Source: an optimization exercise on an open RTL-to-GDS flow (aim: small area, a short achievable clock period and few clock cycles). Production flows keep margins and buffers that such runs may drop. The RTL was checked by simulation tests, not by an equivalence proof against the original design. No run shown here takes its clock network from TritonCTS; it comes from the design's own scripts or RTL. The flow treats the clock pin as an ideal source. Dropping or thinning the clock tree relies on that and would not hold on a real chip. Power figures rest on the tool's default switching activity, not on a simulated workload.

--- flow/flow/run.sh ---
#!/bin/bash
# The standard layout with two changes: buf_2 as the port buffers, and a clock tree of
# four clkbuf_16, each driving a quarter of the flip-flops (flow/mycts.tcl, run at the
# start of the CTS step in place of clock_tree_synthesis). ORFS writes each step's log
# under orfs/logs; make's own output goes to make_finish.log.
set -euo pipefail
here=$(pwd)
bash standard.sh "PRE_CTS_TCL=$here/flow/mycts.tcl" "MANUAL_CTS_BUF=sky130_fd_sc_hd__clkbuf_16" \
  "BUFFER_PORTS_ARGS=-buffer_cell sky130_fd_sc_hd__buf_2" finish > make_finish.log 2>&1
--- flow/flow/mycts.tcl ---
# Clock tree made here in place of clock_tree_synthesis: the flip-flops are split into
# four groups by position (halves in x, then halves in y), and each group is driven by
# one clkbuf_16 placed at the group's centre, fed from the clock port.
set block [ord::get_db_block]
set db [ord::get_db]
set clknet [$block findNet clk]
set sinks {}
foreach it [$clknet getITerms] {
  set inst [$it getInst]
  set loc [$inst getLocation]
  lappend sinks [list $it [lindex $loc 0] [lindex $loc 1]]
}
puts "manual clock tree: [llength $sinks] sinks"
proc halves {lst idx} {
  set s [lsort -integer -index $idx $lst]
  set n [expr {[llength $s] / 2}]
  return [list [lrange $s 0 [expr {$n - 1}]] [lrange $s $n end]]
}
set groups {}
foreach h [halves $sinks 1] {
  foreach q [halves $h 2] { lappend groups $q }
}
set master [$db findMaster $::env(MANUAL_CTS_BUF)]
set k 0
foreach g $groups {
  set sx 0; set sy 0
  foreach s $g { incr sx [lindex $s 1]; incr sy [lindex $s 2] }
  set cx [expr {$sx / [llength $g]}]
  set cy [expr {$sy / [llength $g]}]
  set buf [odb::dbInst_create $block $master "clkbuf_m$k"]
  set net [odb::dbNet_create $block "clknet_m$k"]
  $net setSigType CLOCK
  [$buf findITerm A] connect $clknet
  [$buf findITerm X] connect $net
  foreach s $g {
    set it [lindex $s 0]
    $it disconnect
    $it connect $net
  }
  $buf setLocation $cx $cy
  $buf setPlacementStatus PLACED
  puts "clkbuf_m$k: [llength $g] sinks at $cx $cy"
  incr k
}
set_propagated_clock [all_clocks]
# clock_tree_synthesis is not wanted after this
rename clock_tree_synthesis orig_clock_tree_synthesis
proc clock_tree_synthesis {args} { puts "clock tree made by mycts.tcl" }
--- flow/standard.sh ---
#!/bin/bash
# synth_recipe.tcl (not shown) runs the flow's synth.tcl, then flattens the netlist and writes it again
# the make line also repeats each setting of config.mk as NAME=value (left out here)
make -C /OpenROAD-flow-scripts/flow DESIGN_CONFIG=/design/flow/config.mk WORK_HOME=/design/flow/orfs CLKGATE_MAP_FILE= SYNTH_SCRIPT=/design/flow/synth_recipe.tcl "${@:-finish}"
--- flow/config.mk ---
export PLATFORM = sky130hd
export DESIGN_NAME = LBP
export DESIGN_NICKNAME = LBP
export VERILOG_FILES = /design/flow/design.v
export SDC_FILE = /design/flow/constraint.sdc
export NUM_CORES = 4
export LEC_CHECK = 0
export ABC_AREA = 1
export CAP_MARGIN = 20
export CORE_MARGIN = 2
export CORE_UTILIZATION = 40
export SETUP_SLACK_MARGIN = 3.3
export SLEW_MARGIN = 20
--- flow/constraint.sdc ---
create_clock -name core_clock -period 5.0 [get_ports {clk}]
set_input_delay 1.0000 -clock core_clock [delete_from_list [all_inputs] [get_ports {clk}]]
set_output_delay 1.0000 -clock core_clock [all_outputs]
set_load 0.01 [all_outputs]
--- flow/design.v ---
`timescale 1ns/10ps
module LBP ( clk, reset, gray_addr, gray_req, gray_ready, gray_data, lbp_addr, lbp_valid, lbp_data, finish);
input   clk;
input   reset;
output  [13:0]gray_addr;
output  gray_req;
input   gray_ready;
input   [7:0]gray_data;
output  [13:0]lbp_addr;
output  lbp_valid;
output  [7:0]lbp_data;
output  finish;
reg [2:0] j;         
reg [6:0] row;       
reg [6:0] col;       
reg [13:0] lbp_addr;
reg [7:0] lbp_data;
reg lbp_valid;
reg finish;
assign gray_addr = {row, col};
assign gray_req  = 1'b1;
wire j_last   = &j;
wire col_last = &col;
wire last_rd  = (&row) & col_last;
always @(posedge clk) begin
	if (!gray_ready) begin
		j   <= 3'd0;
		row <= 7'd0;
		col <= 7'd0;
	end else begin
		j <= j + 3'd1;
		if (j_last) col <= col + 7'd1;
		if (!j_last)       row <= row + 7'd1;
		else if (!col_last) row <= row - 7'd7;
		else               row <= row - 7'd1;
	end
end
always @(posedge clk) begin
	if (reset) finish <= 1'b0;
	else if (gray_ready && last_rd) finish <= 1'b1;
end
wire [7:0] x = gray_data;
reg [7:0] p1, p2, p3, p4, p5, p6, p7, p8, p9;
reg c0_1, c0_2, c0_3, c0_4, c0_5, c0_6, c0_7, c0_8, c0_9;    
reg c3_2, c3_3, c3_4, c3_5, c3_6, c3_7, c3_8, c3_9;          
reg c5_3, c5_4, c5_5, c5_6, c5_7, c5_8, c5_9;                
reg c1_9;                                                    
function [1:0] cmp2;
	input [7:0] a, b;
	reg [7:0] g, l;
	reg [3:0] g1, l1;
	reg [1:0] g2, l2;
	reg g3, l3;
	integer k;
	begin
		g = a & ~b;
		l = ~a & b;
		for (k = 0; k < 4; k = k + 1) begin
			g1[k] = g[2*k+1] | ~l[2*k+1] & g[2*k];
			l1[k] = l[2*k+1] | ~g[2*k+1] & l[2*k];
		end
		for (k = 0; k < 2; k = k + 1) begin
			g2[k] = g1[2*k+1] | ~l1[2*k+1] & g1[2*k];
			l2[k] = l1[2*k+1] | ~g1[2*k+1] & l1[2*k];
		end
		g3 = g2[1] | ~l2[1] & g2[0];
		l3 = l2[1] | ~g2[1] & l2[0];
		cmp2 = {~l3, ~g3};
	end
endfunction
wire x_ge_y, y_ge_x, p1_ge_y, y_ge_p1, p2_ge_y, y_ge_p2, p8_ge_y, y_ge_p8;
assign {x_ge_y,  y_ge_x}  = cmp2(x,  p9);
assign {p1_ge_y, y_ge_p1} = cmp2(p1, p9);
assign {p2_ge_y, y_ge_p2} = cmp2(p2, p9);
assign {p8_ge_y, y_ge_p8} = cmp2(p8, p9);
always @(posedge clk) begin
	p1 <= x;  p2 <= p1; p3 <= p2; p4 <= p3; p5 <= p4;
	p6 <= p5; p7 <= p6; p8 <= p7; p9 <= p8;
	c0_1 <= y_ge_x;
	c0_2 <= c0_1; c0_3 <= c0_2; c0_4 <= c0_3; c0_5 <= c0_4; c0_6 <= c0_5; c0_7 <= c0_6; c0_8 <= c0_7; c0_9 <= c0_8;
	c3_2 <= y_ge_p1;
	c3_3 <= c3_2; c3_4 <= c3_3; c3_5 <= c3_4; c3_6 <= c3_5; c3_7 <= c3_6; c3_8 <= c3_7; c3_9 <= c3_8;
	c5_3 <= y_ge_p2;
	c5_4 <= c5_3; c5_5 <= c5_4; c5_6 <= c5_5; c5_7 <= c5_6; c5_8 <= c5_7; c5_9 <= c5_8;
	c1_9 <= y_ge_p8;
	lbp_data <= {x_ge_y, p8_ge_y, c5_9, p1_ge_y, c3_9, p2_ge_y, c1_9, c0_9};
	lbp_addr <= {row - 7'd1, col - 7'd1};
	lbp_valid <= gray_ready && !finish && (|j[2:1]) && (|col[6:1]);
end
endmodule
==> summary.txt, run 1 <==
Layout fillers slightly above 1000; Slew Limit Fails 0; via/cell ratio ~4.6; slowest CP cell dfxtp_4; Gate Count Post-Synth 463; # setup viols final 0; initial antenna violation count 0; Die ar. 11600 um^2; DR vias 3017; CP Buf/Inv Count 1; worst vdd ir between 0.00015 and 0.0002 V; Die Span X 108 um; Worst R2R End row[3]; Mapped Avg Cell Area 9.33 um^2; pwr dens 351 nW/um^2; fmax ~600 MHz; Reg2Reg Depth 7; count leader, synth dfxtp_1; cell count along the critical path 1; Hold Slack 338 ps; fin nets 544; setup tns final 0 ps; Setup crit end kind primary output; Multi-input gate area 1350 um^2; Tmin final about 1700 ps; first-pass GRT wire length about 12000 um; reg-to-reg startpoint j[0]; Synth area leader dfxtp_1; Seq cells post-synth 138; Post-synth ARST share 0%; Final Power 1.75 mW; drc violations 0; largest net degree at the start of global routing 36; Data arrival, critical path between 600 and 700 ps; Synth Flop Type dfxtp_1; Port Buf Inserts 48; status complete, no violations; Layout Utilization 47.8%; Leakage about 2.4 nW; core footprint 10400 um^2; vias in the first global route 2699; sequential cell area 2810 um^2; Top Ports 50; net count after synthesis 480; Hold Path Depth 0; worst reg-to-reg setup slack 3470 ps; ANT cells 0; synth cell count leaders dfxtp_1 (138), nand2_1 (111), nor2_1 (49); Clock Skew 8.01 ps; # Max-Cap Violations 0; area delta synth->final 15.2%; Hold Path Class reg2reg; Hold Fails Final Rpt 0; chip height 108 um; number of flops mapped to enable cells by yosys 0; TritonRoute pass-1 iters 4; layout cell share with drive strength beyond 1 between 10% and 20%; worst path cell trace buf_2; synthesized area 4320 um^2; Initial Utilization 41.5%; GRT Residual Overflow 0; RSZ-0062 raised after global routing true; sequential share of the synthesized area 63.9%; hold path start c0_6; Routed Antenna Nets 0; top cell type's share of synthesized area approximately 64%; Crit Path Class reg2out; CP top delay family flip-flops; Synth area leaders dfxtp_1 (64%), nand2_1 (9.6%), nor2_1 (4.3%); Worst Hold End c0_7; Worst EP required 4000 ps; Initial DRC Count 124; GPL Wtd Cong 0.856; average wire per standard cell 11.2 um; CTS clock-pin slew for the worst setup and hold paths between 100 and 150 ps; post-synthesis cell type count 33; total wire length 7420 um; Syn. warnings 1; DP HPWL 5320 um; Clock Latency Late Sink approximately 180 ps; Setup crit start kind flop; Crit path largest cell delay 370 ps; row cnt 37; period utilisation layout 33.6%; gr usage total about 12%; CP max FO 4
[registers in the layout (all words and copies together), names as in the netlist, 3 cells and up]
| signal | cells |
|---|---|
| p5 | 8 |
| p2 | 8 |
| col | 7 |
| p4 | 8 |
| p6 | 8 |
| p9 | 8 |
| lbp_addr | 14 |
| p8 | 8 |
| j | 3 |
| p7 | 8 |
| row | 7 |
| lbp_data | 8 |
| p1 | 8 |
| p3 | 8 |
[layout make-up]
class	count	area share, %
plain buffers	4	2.01
inverters	48	3.65
multi-input cells	272	27.1
flip-flops and latches	138	56.5
well taps	136	3.42
repair buffers	63	7.34
[placed cells by master (no fill, tap or decap), drive strengths merged]
cell type and count:
ha 6, nand2 114, nor2 51, a21boi 4
xnor2 1, clkinv 2, a211oi 1, o21bai 4
inv 46, nand3 32, nand3b 4, a21oi 18
buf 63, dfxtp 138, nand4 5, xor2 9
o211ai 1, o21a 4, nor3 6, conb 1
o21ai 11, clkbuf 4
[per-layer routing]
metal  up-vias  global-route usage [%]  part of all wire, %
li1       1573                       -                    -
met3         7                    1.03                  4.5
met2        69                    22.3                   46
met1      1368                    16.4                   48
met5         -                       0                    0
met4         0                    1.28                  1.1
[per-stage QoR]
stage | std cells | cell area [um^2] | setup WS (ps)
detailed placement | 642 | 4700 | 3240
floorplan | 463 | 4320 | 3460
finish | 661 | 4980 | 3320
global route | 661 | 4980 | 3290
global placement | 642 | 4700 | 3280
CTS | 658 | 4940 | 3240
[how the worst max path moves through the flow]
stage	start	end	slack, ps
after floorplan	gray_data[6]	c0_1	3460
after global placement	gray_ready	lbp_valid	3280
after detailed placement	gray_ready	lbp_valid	3240
after CTS	row[2]	gray_addr[9]	3240
after global routing	row[2]	gray_addr[9]	3290
final	row[2]	gray_addr[9]	3320
[timing repair]
action	4_1_cts	5_1_grt
buffers inserted	12	3
gates resized for setup	28	3
endpoints found under the setup margin	18	6
hold buffers	0	0
[cell families after synthesis]
group	after synthesis	share of synthesized area [%]
buffers and inverters	53	4.95
DFF	138	63.9
adders and majority gates	6	1.74
and+or+nand+nor	212	21.3
AOI/OAI and AO/OA	43	5.91
other	1	0.0868
xor gates and xnor gates	10	2.03
[where the power goes]
part           switching, mW  leakage, nW  total, mW  internal [mW]
logic                 0.0825         1.17      0.138         0.0559
clock network          0.258       0.0493      0.408          0.150
registers             0.0263         1.17       1.20           1.18
Testbench counts, summed over its fixed seeds: cycles 86,020.
==> run 2: changes to the inputs <==
--- a/flow/design.v
+++ b/flow/design.v
@@ -24,5 +24,5 @@
 wire last_rd  = (&row) & col_last;
 always @(posedge clk) begin
-	if (!gray_ready) begin
+	if (reset || !gray_ready) begin
 		j   <= 3'd0;
 		row <= 7'd0;
@@ -86,5 +86,5 @@
 	lbp_data <= {x_ge_y, p8_ge_y, c5_9, p1_ge_y, c3_9, p2_ge_y, c1_9, c0_9};
 	lbp_addr <= {row - 7'd1, col - 7'd1};
-	lbp_valid <= gray_ready && !finish && (|j[2:1]) && (|col[6:1]);
+	lbp_valid <= !reset && gray_ready && !finish && (|j[2:1]) && (|col[6:1]);
 end
 endmodule
==> summary.txt, run 2 <==
Mapped Avg Cell Area 9.26 um^2 (-0.80%); pwr dens 338 nW/um^2 (-3.8%); worst path cell trace buf_2; Setup crit end gray_addr[7]; grt met2 use 20.8% (-1.4 points); Worst R2R End row[6]; top cell type's share of synthesized area 63.5% (-0.44 points); # Max-Cap Violations 0 (unchanged); TritonRoute pass-1 iters 4 (unchanged); CP Buf/Inv Count 1 (unchanged); busiest grt layer met2; Synth area leader dfxtp_1; vias in the first global route 2727 (+1.0%); Leakage 2.37 nW (-0.58%); Largest Register lbp_addr; Post-synth ARST share 0% (unchanged); Data arrival, critical path 670 ps (about the same); Slew Limit Fails 0 (unchanged); Layout Utilization 46.9% (-0.90 points); CP top delay family flip-flops; RSZ-0062 raised after global routing true; met1 GRT Util 17.7% (+1.3 points); chip height 108 um (+0.34%); final instance area 5040 um^2 (+1.2%); commonest non-fill, non-tap cells in the layout dfxtp_1 (123), nand2_1 (118), inv_1 (51), nor2_1 (46), buf_2 (42); ANT cells 0 (unchanged); hold-fix buffers at CTS 0 (unchanged); Setup crit end kind primary output; post-synthesis cell type count 31 (-6.1%); commonest non-fill, non-tap cell in the layout dfxtp_1; total wire length 7420 um (about the same); area delta synth->final 15.8%; Setup crit start kind flop; Synth Flop Type dfxtp_1; Hold Path Depth 0 (unchanged); DP HPWL 5360 um (+0.71%); layout cell share with drive strength beyond 1 19.0% (+0.89 points); period utilisation layout 33.5% (-0.17 points); first-pass GRT wire length 12100 um (+1.3%); DR vias 2985 (-1.1%); net count after synthesis 487 (+1.5%); Worst Setup SP row[0]; Gate Count Post-Synth 470 (+1.5%); CTS clock-pin slew for the worst setup and hold paths 120 ps (about the same); GPL Wtd Cong 0.841 (-1.8%); status complete, no violations; met3 usage 0.784% (-0.25 points); setup tns final 0 ps (unchanged); Reg2Reg Depth 9 (+2); Clock Latency Late Sink 180 ps (about the same); Synth area leaders dfxtp_1 (64%), nand2_1 (10%), inv_1 (4.4%); synth cell count leaders dfxtp_1 (138), nand2_1 (118), inv_1 (51); Die Span X 108 um (+0.34%); reg-to-reg startpoint j[1]; Hold Path Class reg2reg; fin nets 551 (+1.3%); average wire per standard cell 11.0 um (-1.7%); count leader, synth dfxtp_1; Initial DRC Count 107 (-14%); Tmin final 1670 ps (-8.37 ps); Layout fillers 1072 (+6.2%); slowest CP cell dfxtp_4; Port Buf Inserts 48 (unchanged); Crit Path Class reg2out; row cnt 38 (+2.7%); Clock Skew 11.0 ps (+2.98 ps); worst reg-to-reg setup slack 3450 ps (-20 ps); Worst EP required 4000 ps (about the same); Seq cells post-synth 138 (unchanged); synthesized area 4350 um^2 (+0.70%); Hold Fails Final Rpt 0 (unchanged); gr usage total 12.3% (+0.096 points); Initial Utilization 40.5% (-0.99 points); Die ar. 11700 um^2 (+0.68%); # setup viols final 0 (unchanged); max FFs per register 14 (unchanged); Routed Antenna Nets 0 (unchanged); number of flops mapped to enable cells by yosys 0 (unchanged); initial antenna violation count 0 (unchanged); drc violations 0 (unchanged); via/cell ratio 4.44 (-2.7%); Post-DP Area 4730 um^2 (+0.69%); Top Ports 50 (unchanged); worst vdd ir 0.000272 V (+50%); fmax 598 MHz (+0.50%); sequential share of the synthesized area 63.5% (-0.44 points); Crit path largest cell delay 370 ps (about the same); CP max FO 2 (-2); largest net degree at the start of global routing 36 (unchanged); cell count along the critical path 1 (unchanged); core footprint 10700 um^2 (+3.2%); GRT Residual Overflow 0 (unchanged); Syn. warnings 1 (unchanged)
run 2: cell types whose count changed after synthesis, moves of 4 or more:
cell | previous run | this run
and2_1 | 0 | 4
nand2_1 | 111 | 118
a21boi_2 | 0 | 4
o21a_1 | 4 | 0
o21bai_1 | 4 | 0
inv_1 | 45 | 51
a21boi_0 | 0 | 8
a21boi_1 | 4 | 0
a21oi_1 | 18 | 9
nand3_1 | 31 | 27
run 2: final cells by class:
type                    instances  area [um^2]  area share (%)
plain buffers                   4          100            1.99
inverters                      54          204            4.05
multi-input cells             273         1360            27.0
flip-flops and latches        138         2810            55.8
well taps                     140          175            3.48
repair buffers                 63          390            7.75
run 2: worst register-to-register path: stages (launching register included):
cell	delay, ps
dfxtp_1	380
ha_1	160
ha_2	280
nand2_2	120
nor2_4	140
nand3_4	120
clkinv_2	80
nand3_1	60
nand3_1	70
nor2_1	40
run 2: per-stage QoR:
stage               hold slack, ps  setup slack, ps  std cells  total power [mW]
detailed placement             312             2570        653              1.33
floorplan                      310             3400        470              1.29
CTS                            336             3300        670              1.72
finish                         336             3330        672              1.70
global placement               310             2690        653              1.32
global route                   340             3300        672              1.79
run 2: cells by family (layout without fill, tap and decap cells):
kind of cell,Yosys count,after routing,share of synthesized area [%]
buffers and inverters,59,121,5.49
DFF,138,138,63.5
other,1,1,0.0862
AOI/OAI and AO/OA,35,35,5.18
xor gates and xnor gates,11,11,2.21
and+or+nand+nor,220,220,21.8
adders and majority gates,6,6,1.73
run 2: what timing repair did:
action | in CTS | in global routing
setup endpoints to repair | 33 | 16
endpoints found under the hold margin | 0 | 0
gates cloned | 0 | 0
setup buffers | 13 | 2
resized for setup | 27 | 10
pin swaps | 1 | 0
run 2: how the worst min path moves through the flow:
stage,start,endpoint,slack [ps]
2_1_floorplan,c0_1,c0_2,310
3_3_place_gp,p5[2],p6[2],310
3_5_place_dp,c0_6,c0_7,310
4_1_cts,p7[3],p8[3],340
5_1_grt,p7[3],p8[3],340
6_report,p7[3],p8[3],340
run 2: metal layers:
layer	share of wire, %	up-vias
li1	-	1576
met1	49	1327
met2	44	72
met3	5.7	10
met4	1.8	0
met5	0	-
run 2: where the power goes:
group / switching, mW / total, mW / leakage, nW / internal, mW
combinational: 0.0642 / 0.108 / 1.16 / 0.0439
sequential: 0.0233 / 1.19 / 1.16 / 1.17
clock: 0.254 / 0.404 / 0.0493 / 0.150
Testbench counts of run 2, summed over its fixed seeds: cycles 86,020.

re-timing with driven ports:
How much do the figures lean on ideal ports? The routed layouts below were timed once more, with nothing changed but the port constraints. Step 1 assumes that a clkbuf_16 drives the clock port and a buf_2 every other input. Step 2 times the ports against the registers' clock, not the clock port: input delays grow and output delays shrink by t, the midpoint of the rising clock arrivals with the driver on. Slacks: ideal ports / drivers / drivers and shift; pairs: ideal ports / drivers.
run | t (ns) | setup WS [ns] | clock arrival spread, ns | cell pins on the clock port's net
run 1 | 0.253 | 3.319 / 3.240 / 3.227 | 0.009 / 0.009 | 4
run 2 | 0.253 | 3.327 / 3.245 / 3.203 | 0.012 / 0.011 | 4
After both steps setup and hold are still met in every run listed. The setup slack of run 2, which loses most, moves by -0.082 ns with the drivers and by -0.124 ns with both steps.
